This is an optimization exercise on Yosys and OpenROAD, whose aim is small area, not a production implementation. The RTL was checked by simulation tests, not by an equivalence proof against the original design. Power is estimated from default activity; no workload was simulated.

==> exp/zinc: inputs <==
// GraphicDriver
module GraphicDriver(clk, reset, VGA_HS, VGA_VS, VGA_R, VGA_G, VGA_B, VGA_SYNC_N, VGA_BLANK_N, KEY, enable, getAttack, blood1, blood2, magic, life, command);
Settings: LEC_CHECK=0, ABC_AREA=1, CAP_MARGIN=20, CORE_MARGIN=2, CORE_UTILIZATION=50, GPL_TIMING_DRIVEN=0, SETUP_SLACK_MARGIN=0.2, SLEW_MARGIN=20; clock period 8.0 ns.
standard.sh (not shown) runs the stock make flow with config.mk's settings and CLKGATE_MAP_FILE= SYNTH_SCRIPT=/design/flow/synth_recipe.tcl, a recipe that flattens the netlist after the stock synthesis.
==> flow/flow/run.sh <==
#!/bin/bash
# Own layout flow: the standard synthesis, then the combinational logic of its
# netlist is re-mapped for area (flip-flop cells and their names are kept),
# then the standard ORFS flow from floorplan on, with 1x port buffers.
# Every tool's output goes to a log file of its own in this folder.
set -euo pipefail
W=$PWD
R=$W/orfs/results/sky130hd/GraphicDriver/base
LIB=$FLOW_HOME/platforms/sky130hd/lib/sky130_fd_sc_hd__tt_025C_1v80.lib

# 1. standard synthesis
bash standard.sh synth > $W/log_1_standard_synth.log 2>&1
cp $R/1_2_yosys.v $W/std_1_2_yosys.v

# 2. re-map the combinational logic for area
DU=$(sed -n '/DONT_USE_CELLS += /,/^#/p' $FLOW_HOME/platforms/sky130hd/config.mk | grep -o 'sky130_fd_sc_hd__[a-z0-9_]*' | sed 's/^/-dont_use /' | tr '\n' ' ')
cp $W/flow/remap.abc $W/remap.abc
cat > $W/remap.ys <<EOS
read_liberty -ignore_miss_func $LIB
read_verilog $W/std_1_2_yosys.v
hierarchy -top GraphicDriver
setattr -mod -set keep_hierarchy 1 sky130_fd_sc_hd__dfxtp_1
flatten
opt_clean -purge
abc -D 8000 -script $W/remap.abc -liberty $LIB $DU
opt_clean -purge
hilomap -singleton -hicell sky130_fd_sc_hd__conb_1 HI -locell sky130_fd_sc_hd__conb_1 LO
insbuf -buf sky130_fd_sc_hd__buf_4 A X
opt_clean -purge
select GraphicDriver
write_verilog -noattr -noexpr -selected $W/remapped.v
EOS
yosys -s $W/remap.ys > $W/log_2_remap.log 2>&1
cp $W/remapped.v $R/1_2_yosys.v
rm -f $R/1_synth.odb $R/1_synth.sdc
bash standard.sh synth > $W/log_3_synth_odb.log 2>&1

# 3. floorplan to final layout
bash standard.sh BUFFER_PORTS_ARGS="-buffer_cell sky130_fd_sc_hd__buf_1" finish > $W/log_4_finish.log 2>&1
==> flow/flow/remap.abc <==
strash; balance; dch -f; map -D 4500 -a; topo; buffer -c; upsize -c; dnsize -c
==> exp/cedar (differences from exp/zinc) <==
==> flow/flow/remap.abc (replaced) <==
strash; balance; dch -f; map -D 4500; topo; buffer -c; upsize -c; dnsize -c
==> summary.txt <==
Drt
  – Post-DR wirelength/cell: 22.1 um

Placed design
  – Final HPWL DP: 36400 um
  – RePlAce Congestion: 1.10

Power
  – Pwr dens: 173 mW/mm^2
  – Clk. pwr: 0.000417 W
  – P_leak: 4.75 nW

Worst setup path
  – Worst stage delay on the critical path: 0.53 ns

Cells and area
  – Most frequent cells in the layout: nor2_1 (340), inv_1 (250), nand2_1 (245)

STA
  – Worst slew margin relative to its limit: 22.9%

Status
  – Outcome: no timing/DRC/antenna violations
[end of results for exp/zinc]
==> summary.txt <==
Status
  – Outcome: no timing/DRC/antenna violations

STA
  – Worst slew margin relative to its limit: 19.6%

Worst setup path
  – Worst stage delay on the critical path: 0.89 ns

Placed design
  – Final HPWL DP: 36800 um

Power
  – P_leak: 4.77 nW

Cells and area
  – Most frequent cells in the layout: nor2_1 (312), nand2_1 (273), inv_1 (252)
[end of results for exp/cedar]

========
==> run a <==
Starting RTL as in the previous note.
Settings: LEC_CHECK=0, ABC_AREA=1, CAP_MARGIN=20, CORE_MARGIN=2, CORE_UTILIZATION=50, CTS_BUF_LIST=sky130_fd_sc_hd__clkbuf_8, GPL_TIMING_DRIVEN=0, SETUP_SLACK_MARGIN=0.2, SLEW_MARGIN=20; clock period 8.0 ns.
==> flow/flow/remap.abc <==
strash; balance; dch -f; map -D 4500 -a; topo; buffer -c; upsize -c; dnsize -c
Scripts as last shown in full above: flow/flow/run.sh
==> inputs of run b, as changes to run a <==
==> flow/flow/remap.abc (replaced) <==
strash; balance; dch -f; map -D 4500; topo; buffer -c; upsize -c; dnsize -c
==> run notes <==
fin util=0.5556; register share of the cell area=0.1589; Pwr Total=1.789 mW; Reg2Reg Setup Slack=around 0.47 ns; largest net degree at the start of global routing=20; outcome=no timing/DRC/antenna violations
(the above is from run a)
==> run notes <==
outcome=no timing/DRC/antenna violations; register share of the cell area=0.1580; Reg2Reg Setup Slack=roughly 0.49 ns; largest net degree at the start of global routing=19; Critical Path Start Type=register; fin util=0.5562
(the above is from run b)

==> port drivers added, routing unchanged <==
The results above use ideal ports. As a check the final layouts listed here were re-extracted and re-timed, cells and wires unchanged.
Step 1 (the two cells are an assumption about what drives the block):
set clk [get_ports {clk}]
set_driving_cell -lib_cell sky130_fd_sc_hd__clkbuf_16 $clk
set_driving_cell -lib_cell sky130_fd_sc_hd__buf_2 [delete_from_list [all_inputs] $clk]
Step 2 moves the port delays by t, midway between the first and last clock arrival at a register: inputs arrive t later, outputs are due t later. That takes back most of the time a late clock gives input paths.
a / b / c = ideal / step 1 / step 2; a / b = the first two.
| run | t, ns | slack for setup (ns) | worst data-port slew with drivers (ns) |
|---|---|---|---|
| exp/zinc | 0.392 | 0.519 / 0.519 / 0.519 | 0.05 |
| exp/cedar | 0.387 | 0.520 / 0.520 / 0.520 | 0.04 |
| run a | 0.409 | 0.474 / 0.474 / 0.474 | 0.05 |
| run b | 0.415 | 0.486 / 0.486 / 0.486 | 0.05 |
After both steps every run listed still meets setup and hold.
